From an optimization exercise on the open Yosys and OpenROAD flow, aimed at small area; shortcuts taken in it are not production practice.
At most, simulation tests tie the RTL to the original design; equivalence was not proved.
Function not checked in run 3: the RTL went through the layout flow alone.

==> flow/design.v (outline; a module is shown in full before it is edited, if it fits) <==
// module fa_bit: 4 lines
// module ha_bit: 4 lines
// module pp_seln: 3 lines
// module pp_sel13n: 3 lines
// module pp_sel23n: 3 lines
// module pp_sel: 3 lines
// module pp_sel13: 3 lines
// module pp_sel23: 3 lines
// module mac_first: 421 lines
// module mac_mid: 463 lines
// module mac_mid_u: 462 lines
// module mac_last_u: 462 lines
// module mac_row_first: 116 lines
// module mac_row_mid: 117 lines
// module mac_row_last: 116 lines
// module convolution_pipeline: 74 lines
module convolution_pipeline(
	y_out,
	y_valid,
	clk,
	rst,
	x_in,
	w0,
	w1,
	w2,
	w3,
	w4,
	w5,
	w6,
	w7,
	w8
);
  // ...
==> flow/run.sh <==
#!/bin/bash
# synth_recipe.tcl (not shown) runs the flow's synth.tcl, then flattens the netlist and writes it again
# the make line also repeats each setting of config.mk as NAME=value (left out here)
make -C /OpenROAD-flow-scripts/flow DESIGN_CONFIG=/design/flow/config.mk WORK_HOME=/design/flow/orfs CLKGATE_MAP_FILE= SYNTH_SCRIPT=/design/flow/synth_recipe.tcl finish
==> flow/config.mk <==
export PLATFORM = sky130hd
export DESIGN_NAME = convolution_pipeline
export DESIGN_NICKNAME = convolution_pipeline
export VERILOG_FILES = /design/flow/design.v
export SDC_FILE = /design/flow/constraint.sdc
export NUM_CORES = 4
export LEC_CHECK = 0
export ABC_AREA = 1
export CAP_MARGIN = 20
export CORE_MARGIN = 2
export CORE_UTILIZATION = 65
export SLEW_MARGIN = 20
export SYNTH_HIERARCHICAL = 1
==> flow/constraint.sdc <==
create_clock -name core_clock -period 8.5 [get_ports {clk}]
set_input_delay 1.7000 -clock core_clock [delete_from_list [all_inputs] [get_ports {clk}]]
set_output_delay 1.7000 -clock core_clock [all_outputs]
set_load 0.01 [all_outputs]
==> impl_metrics.csv, run 1 <==
group,metric,value,unit
clock_network,cts_made_buffers,97,
routing,top_layer_used,"met5",
global_route,antenna_found_initial,7,
sta,fmax,0.1288,GHz
worst_setup_path,cp.arrival,8290,ps
finish,regMostFlops,"line",
finish,largest_cell_class,"multi-input combinational cells",
yosys,syn_area,65380,um2
floorplan,placeableCoreArea,99860,um2
worst_setup_path,ff2ff_path_depth,28,
finish,nNetsFinal,9535,
finish,nNonClkBuffers,440,
finish,multi_input_area,40280,um2
placement,place_congestion,1.011,
finish,clk_share,0.04436,
clock_network,clk_pin_slew,60,ps
worst_setup_path,worstSetupEndpoint,"r0.sc.y_out[7]$_DFF_PP0_",
global_route,use_met1,0.5254,
routing,wl_met3,29310,um
worst_hold_path,holdPathStages,0,
worst_hold_path,min_from,"line[54][1]$_DFF_P_",
clock_network,post-cts-setup-buffer-count,0,
yosys,synthCells,7946,
placement,pre_cts_ws,255.6,ps
worst_hold_path,min_to,"line[55][1]$_DFF_P_",
run_status,status,"complete, no violations",
worst_setup_path,crit_fanout,18,
finish,multi_input_area_share,0.5452,
finish,insertedDiodeCount,6,
finish,seq_area,23020,um2
sta,slew_viol_final,0,
placement,dp_cells,9665,
finish,largest_reg_flops,928,
global_route,grt_use_met3,0.1367,
finish,buffer_area_frac,0.05137,
worst_setup_path,cp_common_cell,"fa_1",
finish,seq_share,0.3116,
finish,area_growth,13.02,%
clock_network,clk_root_buffer_cell,"clkbuf_16",
global_route,grt_first_pass_wirelength,340400,um
worst_setup_path,cp_num_cells,29,
==> run 2: changes to the inputs <==
--- a/flow/config.mk
+++ b/flow/config.mk
@@ -10,4 +10,6 @@
 export CORE_MARGIN = 2
 export CORE_UTILIZATION = 65
+export CTS_BUF_LIST = sky130_fd_sc_hd__clkbuf_2 sky130_fd_sc_hd__clkbuf_4 sky130_fd_sc_hd__clkbuf_8
+export CTS_CLUSTER_SIZE = 30
 export SLEW_MARGIN = 20
 export SYNTH_HIERARCHICAL = 1
==> run 2 against run 1 <==
Compared with the run above:
- register-to-register slack lost 60 ps
- global-route usage down 0.60 points
- final cell count rose by 1.0%
- utilization grew 0.35 points
- design area increased by 0.47%
- critical endpoint is now r0.sb.y_out[7]$_DFF_PP0_
- wire length is 1.6% lower
- sequential cell count stayed put
- worst hold slack lost 58 ps
==> impl_metrics.csv, run 2 <==
group,metric,value,unit
run_status,status,"complete, no violations",
finish,largest_reg_flops,928,
floorplan,dieHeight,321.1,um
clock_network,cts_tree,"built",
finish,fillers,7221,
worst_hold_path,min_from,"line[54][15]$_DFF_P_",
finish,design_area,74240,um2
finish,seq_area,23020,um2
sta,setup_viol,0,
global_route,grt_max_degree,56,
worst_setup_path,crit_type,"reg2reg",
sta,slew_headroom,0.1852,
placement,placed_area,70600,um2
clock_network,cts_resized,0,
yosys,synthCells,7946,
worst_setup_path,required,9150,ps
finish,layout_commonest_cell,"nand2_1",
global_route,grtUsageTotal,0.4284,
clock_network,clk_path_buf_depth,3,
floorplan,die_x,321.1,um
sta,tns,0,ps
routing,drt_pre_antenna_iters,10,
worst_setup_path,crit_fanout,24,
yosys,synth.avg_cell_area,8.228,um2
finish,area_growth,13.56,%
worst_hold_path,hp-class,"reg2reg",
worst_setup_path,r2r_end,"r0.sb.y_out[7]$_DFF_PP0_",
worst_hold_path,holdPathStages,0,
routing,vias,59210,
worst_setup_path,cp_top_family,"adder cells",
sta,fin_skew,111.3,ps
sta,timing.hold.ws,242.7,ps
global_route,grt_pass1_vias,58960,
worst_setup_path,path_buf_inv,4,
global_route,grt_overflow,0,
sta,rsz0062_at_grt,"no",
sta,slew_viol_final,0,
routing,ant_nets,0,
finish,drive_above_1_share,0.09668,
worst_setup_path,cp_num_cells,28,
routing,vias_per_cell,5.950,
sta,fmax,0.1297,GHz
yosys,yosys_warnings,13,
placement,place_congestion,1.011,
worst_setup_path,critPathMaxStageDelay,1040,ps
worst_setup_path,cp.arrival,8360,ps
routing,drc,0,
routing,totalWireLength,219000,um
placement,dpl.hpwl,150000,um
worst_setup_path,endpoint_kind,"flop",
clock_network,clk_root_buffer_cell,"clkbuf_8",
finish,nNetsFinal,9595,
clock_network,holdBufCountCts,0,
sta,min_period,7709,ps
worst_setup_path,ff2ff_path_depth,28,
clock_network,post-cts-setup-buffer-count,0,
sta,hold_viol,0,
sta,worstMarginPinSlew,1222,ps
clock_network,clk_latency,880,ps
flow_run,maxCapViolCount,0,
yosys,syn_area,65380,um2
clock_network,cts.sinks,1105,
floorplan,num_rows,116,
routing,wire_per_inst,22.00,um
worst_setup_path,rrSetupSlack,790,ps
floorplan,ios,188,
routing,drt_iter0_drc,7587,
clock_network,cts_max_level,4,
worst_setup_path,crit_path_top_delay_cell,"nor3_2",
global_route,antenna_found_initial,8,
floorplan,start_util,0.6547,
clock_network,cts_made_buffers,157,
worst_setup_path,cp_common_cell,"fa_1",
finish,regMostFlops,"line",
worst_setup_path,cp-start-kind,"flop",
finish,final_cell_mix,"nand2_1, dfxtp_1, nand3_1",
placement,port_buffers,187,
worst_hold_path,min_to,"line[55][15]$_DFF_P_",
sta,fin_crit_sh,0.9069,
floorplan,placeableCoreArea,99860,um2
floorplan,die_area,103100,um2
clock_network,clk_pin_slew,80,ps
finish,multi_input_area,40280,um2
worst_setup_path,rr_startpoint,"v0$_DFFE_PP0N_",
global_route,grt_first_pass_wirelength,336300,um
[run 2: worst max-delay path by stage]
stage	start	to
2_1_floorplan	line[29][0]$_DFF_P_	r1.sa.y_out[10]$_DFF_PP0_
5_1_grt	v0$_DFFE_PP0N_	r0.sc.y_out[14]$_DFF_PP0_
4_1_cts	v0$_DFFE_PP0N_	r0.sb.y_out[7]$_DFF_PP0_
3_3_place_gp	w1[0]	r0.sb.y_out[4]$_DFF_PP0_
3_5_place_dp	w2[0]	r0.sc.y_out[13]$_DFF_PP0_
6_report	v0$_DFFE_PP0N_	r0.sb.y_out[7]$_DFF_PP0_
[run 2: final cells by class]
class                      instances  area share
antenna                            6   0.0002022
inverter                         481     0.02520
sequential                      1105      0.3101
multi-input combinational       6341      0.5426
timing repair buffer             440     0.05113
tap                             1298     0.02188
clock buffer                     242     0.04082
clock inverter                    38    0.008056
[run 2: stage by stage]
| stage | setup WS (ps) | utilization | instances |
|---|---|---|---|
| after floorplan | 896.6 | - | 7982 |
| after global routing | 409.4 | 0.7434 | 9948 |
| after CTS | 950.9 | 0.7433 | 9945 |
| final | 791.2 | 0.7435 | 9951 |
| after global placement | 411.8 | 0.7070 | 9665 |
| after detailed placement | 255.6 | 0.7070 | 9665 |
[run 2: routing by layer]
metal	vias up	global-route usage	share of wire
met3	1229	0.1323	0.13
met1	27410	0.5250	0.35
met5	-	0	0.00016
li1	26250	-	-
met4	4	0.2965	0.081
met2	4316	0.6489	0.44
[run 2: worst reg2reg max path: cells and delay by family (launching register included)]
kind	cells	cell delay (ps)
fa+ha+maj	9	3230
xor+xnor	1	130
buf+inv	4	780
simple gates	14	2520
flops	1	870
==> module convolution_pipeline, before the edit <==
module convolution_pipeline(
	y_out,
	y_valid,
	clk,
	rst,
	x_in,
	w0,
	w1,
	w2,
	w3,
	w4,
	w5,
	w6,
	w7,
	w8
);
parameter length = 32;
output [15:0] y_out;
output reg y_valid;
input clk;
input rst;
input [15:0] x_in;
input [16:0] w0;
input [16:0] w1;
input [16:0] w2;
input [16:0] w3;
input [16:0] w4;
input [16:0] w5;
input [16:0] w6;
input [16:0] w7;
input [16:0] w8;
localparam DL = length - 3;
reg [15:0] line0;
reg [15:0] line [1:2*DL];
integer i;
always @(posedge clk or posedge rst) begin
	if(rst)
		line0 <= 16'h0;
	else
		line0 <= x_in;
end
always @(posedge clk) begin
	line[1] <= line0;
	for(i=2; i<=2*DL; i=i+1)
		line[i] <= line[i-1];
end
reg [5:0] fill;
reg v0, v1;
always @(posedge clk or posedge rst) begin
	if(rst) begin
		fill <= 0;
		v0 <= 1'b0;
		v1 <= 1'b0;
	end
	else begin
		if(!v0)
			fill <= fill + 1'b1;
		if(fill == DL)
			v1 <= 1'b1;
		if(fill == 2*DL)
			v0 <= 1'b1;
	end
end
always @(posedge clk or posedge rst) begin
	if(rst)
		y_valid <= 1'b0;
	else
		y_valid <= fill != 0;
end
wire [16:0] a2, a5;
mac_row_first r0(.clk(clk), .rst(rst), .v(v0), .x(line[2*DL]), .wa(w0), .wb(w1), .wc(w2), .y_out(a2));
mac_row_mid r1(.clk(clk), .rst(rst), .v(v1), .x(line[DL]), .y_in(a2), .wa(w3), .wb(w4), .wc(w5), .y_out(a5));
mac_row_last r2(.clk(clk), .rst(rst), .x(line0), .y_in(a5), .wa(w6), .wb(w7), .wc(w8), .y_out(y_out));
endmodule
==> run 3: changes to the inputs <==
==> flow/design.v (replaced) <==
module n_shift_register
#(parameter n=1)
(
	out,
	clk,
	rst,
	in
);
output [16:0] out;
input clk;
input rst;
input [16:0] in;
reg [16:0] registers [0:n-1];
assign out = registers[n-1];
integer i;
always@(posedge clk or posedge rst) begin
	if(rst) begin
		for(i=0; i<n; i=i+1) begin
			registers[i] <= 0;
		end
	end
	else begin
		for(i=1; i<n; i=i+1) begin
			registers[i] <= registers[i-1];
		end
		registers[0] <= in;
	end
end
endmodule
module pipeline_unit(
	y_out,
	clk,
	rst,
	x_in,
	y_in,
	w_in
);
output reg [16:0] y_out;
input clk;
input rst;
input [16:0] x_in;
input [16:0] y_in;
input [16:0] w_in;
wire [33:0] x_in_ext;
assign x_in_ext = x_in[16] ? {17'h1ffff, x_in} : x_in;
wire [33:0] y_in_ext;
assign y_in_ext = y_in[16] ? {17'h1ffff, y_in} : y_in;
wire [33:0] w_in_ext;
assign w_in_ext = w_in[16] ? {17'h1ffff, w_in} : w_in;
wire [33:0] y_out_ext;
assign y_out_ext = y_in_ext + x_in_ext*w_in_ext;
always@(posedge clk or posedge rst) begin
	if(rst) begin
		y_out <= 0;
	end
	else begin
		y_out <= $signed(y_out_ext) > $signed(34'h00000ffff) ? 17'h0ffff :
				$signed(y_out_ext) < $signed(34'h3ffff0000) ? 17'h10000 : y_out_ext[16:0];
	end
end
endmodule
module convolution_pipeline(
	y_out,
	y_valid,
	clk,
	rst,
	x_in,
	w0,
	w1,
	w2,
	w3,
	w4,
	w5,
	w6,
	w7,
	w8
);
parameter length = 32;
output [15:0] y_out;
output reg y_valid;
input clk;
input rst;
input [15:0] x_in;
input [16:0] w0;
input [16:0] w1;
input [16:0] w2;
input [16:0] w3;
input [16:0] w4;
input [16:0] w5;
input [16:0] w6;
input [16:0] w7;
input [16:0] w8;
wire [16:0] x_in_ext;
assign x_in_ext = {1'b0, x_in};
wire [16:0] y0_out;
wire [16:0] y1_out;
wire [16:0] y2_out;
wire [16:0] y3_out;
wire [16:0] y4_out;
wire [16:0] y5_out;
wire [16:0] y6_out;
wire [16:0] y7_out;
wire [16:0] y8_out;
assign y_out = $signed(y8_out) < $signed(17'h0) ? 16'h0 : y8_out[15:0];
always@(posedge clk or posedge rst) begin
	if(rst) begin
		y_valid <= 1'b0;
	end
	else begin
		y_valid <= 1'b1;
	end
end
wire [16:0] r0_out;
wire [16:0] r1_out;
pipeline_unit p0(
	.y_out(y0_out),
	.clk(clk),
	.rst(rst),
	.x_in(x_in_ext),
	.y_in(17'h0),
	.w_in(w0)
);
pipeline_unit p1(
	.y_out(y1_out),
	.clk(clk),
	.rst(rst),
	.x_in(x_in_ext),
	.y_in(y0_out),
	.w_in(w1)
);
pipeline_unit p2(
	.y_out(y2_out),
	.clk(clk),
	.rst(rst),
	.x_in(x_in_ext),
	.y_in(y1_out),
	.w_in(w2)
);
n_shift_register #(length-3) r0(
	.out(r0_out),
	.clk(clk),
	.rst(rst),
	.in(y2_out)
);
pipeline_unit p3(
	.y_out(y3_out),
	.clk(clk),
	.rst(rst),
	.x_in(x_in_ext),
	.y_in(r0_out),
	.w_in(w3)
);
pipeline_unit p4(
	.y_out(y4_out),
	.clk(clk),
	.rst(rst),
	.x_in(x_in_ext),
	.y_in(y3_out),
	.w_in(w4)
);
pipeline_unit p5(
	.y_out(y5_out),
	.clk(clk),
	.rst(rst),
	.x_in(x_in_ext),
	.y_in(y4_out),
	.w_in(w5)
);
n_shift_register #(length-3) r1(
	.out(r1_out),
	.clk(clk),
	.rst(rst),
	.in(y5_out)
);
pipeline_unit p6(
	.y_out(y6_out),
	.clk(clk),
	.rst(rst),
	.x_in(x_in_ext),
	.y_in(r1_out),
	.w_in(w6)
);
pipeline_unit p7(
	.y_out(y7_out),
	.clk(clk),
	.rst(rst),
	.x_in(x_in_ext),
	.y_in(y6_out),
	.w_in(w7)
);
pipeline_unit p8(
	.y_out(y8_out),
	.clk(clk),
	.rst(rst),
	.x_in(x_in_ext),
	.y_in(y7_out),
	.w_in(w8)
);
endmodule
==> flow/config.mk (replaced) <==
export PLATFORM = sky130hd
export DESIGN_NAME = convolution_pipeline
export DESIGN_NICKNAME = convolution_pipeline
export VERILOG_FILES = /design/flow/design.v
export SDC_FILE = /design/flow/constraint.sdc
export NUM_CORES = 4
export LEC_CHECK = 0
export CAP_MARGIN = 20
export CORE_MARGIN = 2
export CORE_UTILIZATION = 40
export SLEW_MARGIN = 20
==> run 3 against run 2 <==
Compared with the run above:
- synthesized area up 96%
- critical path depth unchanged
- die area rose to 3.2 times the previous value
==> impl_metrics.csv, run 3 <==
group,metric,value,unit
run_status,status,"complete, no violations",
yosys,synth_top_area_frac,0.4215,
yosys,yosys-top-cells-area,"fa_1, dfrtp_1, inv_1",
clock_network,cts_made_buffers,112,
yosys,synthXorXnorAreaFrac,0.02160,
routing,ant_nets,0,
floorplan,start_util,0.4025,
sta,fin_crit_sh,0.9746,
routing,wire_per_inst,17.52,um
routing,drc,0,
sta,timing.hold.ws,242.6,ps
routing,vias,84370,
global_route,grt_pass1_vias,94420,
placement,port_buffers,187,
sta,hold_viol,0,
flow_run,maxCapViolCount,0,
worst_setup_path,endpoint_kind,"flop",
worst_setup_path,rrSetupSlack,2140,ps
finish,final_cell_mix,"inv_1, fa_1, nand2_1",
yosys,synth_simple_gate_area_frac,0.1222,
yosys,synthCells,12320,
global_route,grt_max_degree,195,
clock_network,cts.sinks,1140,
global_route,grt_overflow,0,
yosys,yosysMostFrequentCell,"inv_1",
worst_hold_path,min_from,"r1.registers[27][1]$_DFF_PP0_",
worst_setup_path,required,9030,ps
sta,fin_skew,135.1,ps
clock_network,clk_pin_slew,60,ps
yosys,yosysTopAreaCell,"fa_1",
finish,area_growth,17.65,%
yosys,synth_common_cells,"inv_1, fa_1, nand2_1",
clock_network,cts_max_level,3,
routing,drt_pre_antenna_iters,6,
placement,dpl.hpwl,258600,um
finish,utilization,0.4736,
worst_setup_path,critPathLaunch,"x_in[5]",
clock_network,holdBufCountCts,0,
sta,fmax,0.1207,GHz
floorplan,dieHeight,570.0,um
yosys,synthDistinctLibCells,96,
placement,place_congestion,0.8719,
yosys,synthAdderAreaFrac,0.4828,
worst_hold_path,hp-class,"reg2reg",
floorplan,die_x,570.0,um
worst_setup_path,rr_startpoint,"p7.y_out[9]$_DFF_PP0_",
floorplan,die_area,324900,um2
yosys,synth.avg_cell_area,10.40,um2
sta,slew_headroom,0.4184,
yosys,synth-compound-area-share,0.04967,
finish,largestRegisters,"r0.registers (493), r1.registers (493)",
yosys,ys.flop_type,"dfrtp_1",
worst_setup_path,cp-start-kind,"primary input",
worst_setup_path,cp.arrival,8820,ps
sta,slew_viol_final,0,
global_route,grt_first_pass_wirelength,521500,um
routing,vias_per_cell,4.713,
placement,pre_cts_ws,-703.9,ps
yosys,syn_area,128100,um2
floorplan,ios,188,
sta,setup_viol,0,
yosys,synth_enable_flop_cells,0,
routing,drt_iter0_drc,4814,
routing,totalWireLength,313600,um
yosys,yosys_warnings,4,
yosys,synth-seq-cells,1140,
floorplan,placeableCoreArea,318300,um2
yosys,ys_async_sr_fraction,1.000,
sta,worstMarginPinSlew,872.4,ps
global_route,grtUsageTotal,0.2031,
sta,min_period,8284,ps
yosys,ys_seq_area_frac,0.2226,
clock_network,clk_latency,780,ps
clock_network,clk_root_buffer_cell,"clkbuf_16",
yosys,synth_mux_area_frac,0.0007812,
clock_network,cts_tree,"built",
worst_setup_path,crit_type,"in2reg",
floorplan,num_rows,207,
global_route,antenna_found_initial,22,
sta,setup_ws,216.2,ps
finish,nNetsFinal,17110,
finish,drive_above_1_share,0.1297,
yosys,synth_top_family_by_area,"adder cells",
finish,layout_commonest_cell,"inv_1",
clock_network,clk_path_buf_depth,3,
worst_setup_path,crit_fanout,17,
==> run 3: metal layers <==
layer	GRT usage	vias up	part of all wire
li1	-	38750	-
met2	0.3463	1635	0.49
met1	0.2811	43670	0.44
met3	0.01797	314	0.040
met4	0.04706	0	0.026
met5	0	-	0
==> run 3: final timing paths <==
kind                                                 endpoint  cells past startpoint
worst max-delay path                    p6.y_out[5]$_DFF_PP0_                     28
worst min-delay path            r1.registers[28][1]$_DFF_PP0_                      0
worst max register to register          p8.y_out[7]$_DFF_PP0_                     23
worst min register to register  r1.registers[28][1]$_DFF_PP0_                      0
max in group asynchronous       r0.registers[28][9]$_DFF_PP0_                      4
min in group asynchronous        r0.registers[1][0]$_DFF_PP0_                      2
==> run 3: critical path: stages <==
cell and delay [ps]:
buf_4 140, buf_12 140, buf_12 150, buf_12 170, buf_4 160, and2_1 150
fa_1 500, inv_1 50, fa_1 390, fa_1 540, inv_1 50, fa_1 500
fa_1 510, inv_1 50, fa_1 480, inv_1 40, ha_1 300, and2_0 160
a211o_1 320, nor3_2 260, a21oi_4 120, a21oi_2 180, xnor2_1 90, or4b_1 510
nand4bb_1 240, nor4_4 360, a41o_4 360, o21ai_0 110
==> run 3: area by class of cell <==
type,count,area [um2]
Fill cell,29470,167600
Clock buffer,149,3112
Clock inverter,61,823.3
Inverter,2915,10950
Tap cell,4180,5230
Multi-Input combinational cell,7769,86970
Antenna cell,13,32.53
Sequential cell,1140,28530
Timing Repair Buffer,1673,15100
==> run 3: cells by family after synthesis <==
kind of cell | Yosys count
AND/OR/NAND/NOR | 3135
flip-flops | 1140
other | 1
adder cells (fa/ha/maj) | 3325
multiplexers | 10
buffers and inverters | 3411
AO/OA/AOI/OAI | 981
XOR/XNOR | 316
==> run 3: timing repair <==
item / in CTS / in global routing
cloned: 0 / 3
pin swaps: 0 / 9
endpoints found under the setup margin: 3 / 141
buffers inserted: 0 / 3
resized for setup: 1 / 67
==> run 3: stage by stage <==
step	setup TNS [ps]	cells	area, um2
global route	-13.26	17900	150700
global placement	-57090	17670	146400
detailed placement	-60790	17670	146400
finish	0	17900	150700
floorplan	-	12320	128200
CTS	0	17880	150300

separate check: timing with driven ports:
No port has a modelled driver above. Below, the same layouts with a new extraction and two added sets of constraints.
Step 1: set_driving_cell puts a clkbuf_16 on clk and a buf_2 on each other input, an assumption about the parent block.
Step 2 also shifts input and output timing later by t, the mid clock arrival at the registers, as if the neighbouring blocks saw the same clock.
Three values: ideal, step 1, step 2; two values: the first two.
run | t, ns | slack for setup (ns) | cell pins on the clock port's net
run 1 | 0.746 | 0.738 / 0.780 / 0.034 | 1
run 2 | 0.894 | 0.791 / 0.791 / 0.090 | 1
run 3 | 0.811 | 0.216 / 0.250 / -0.561 | 1
With both steps, setup timing fails in run 3, where it was met with ideal ports. The setup slack of run 3, which loses most, moves by +0.034 ns with the drivers and by -0.777 ns with both steps.
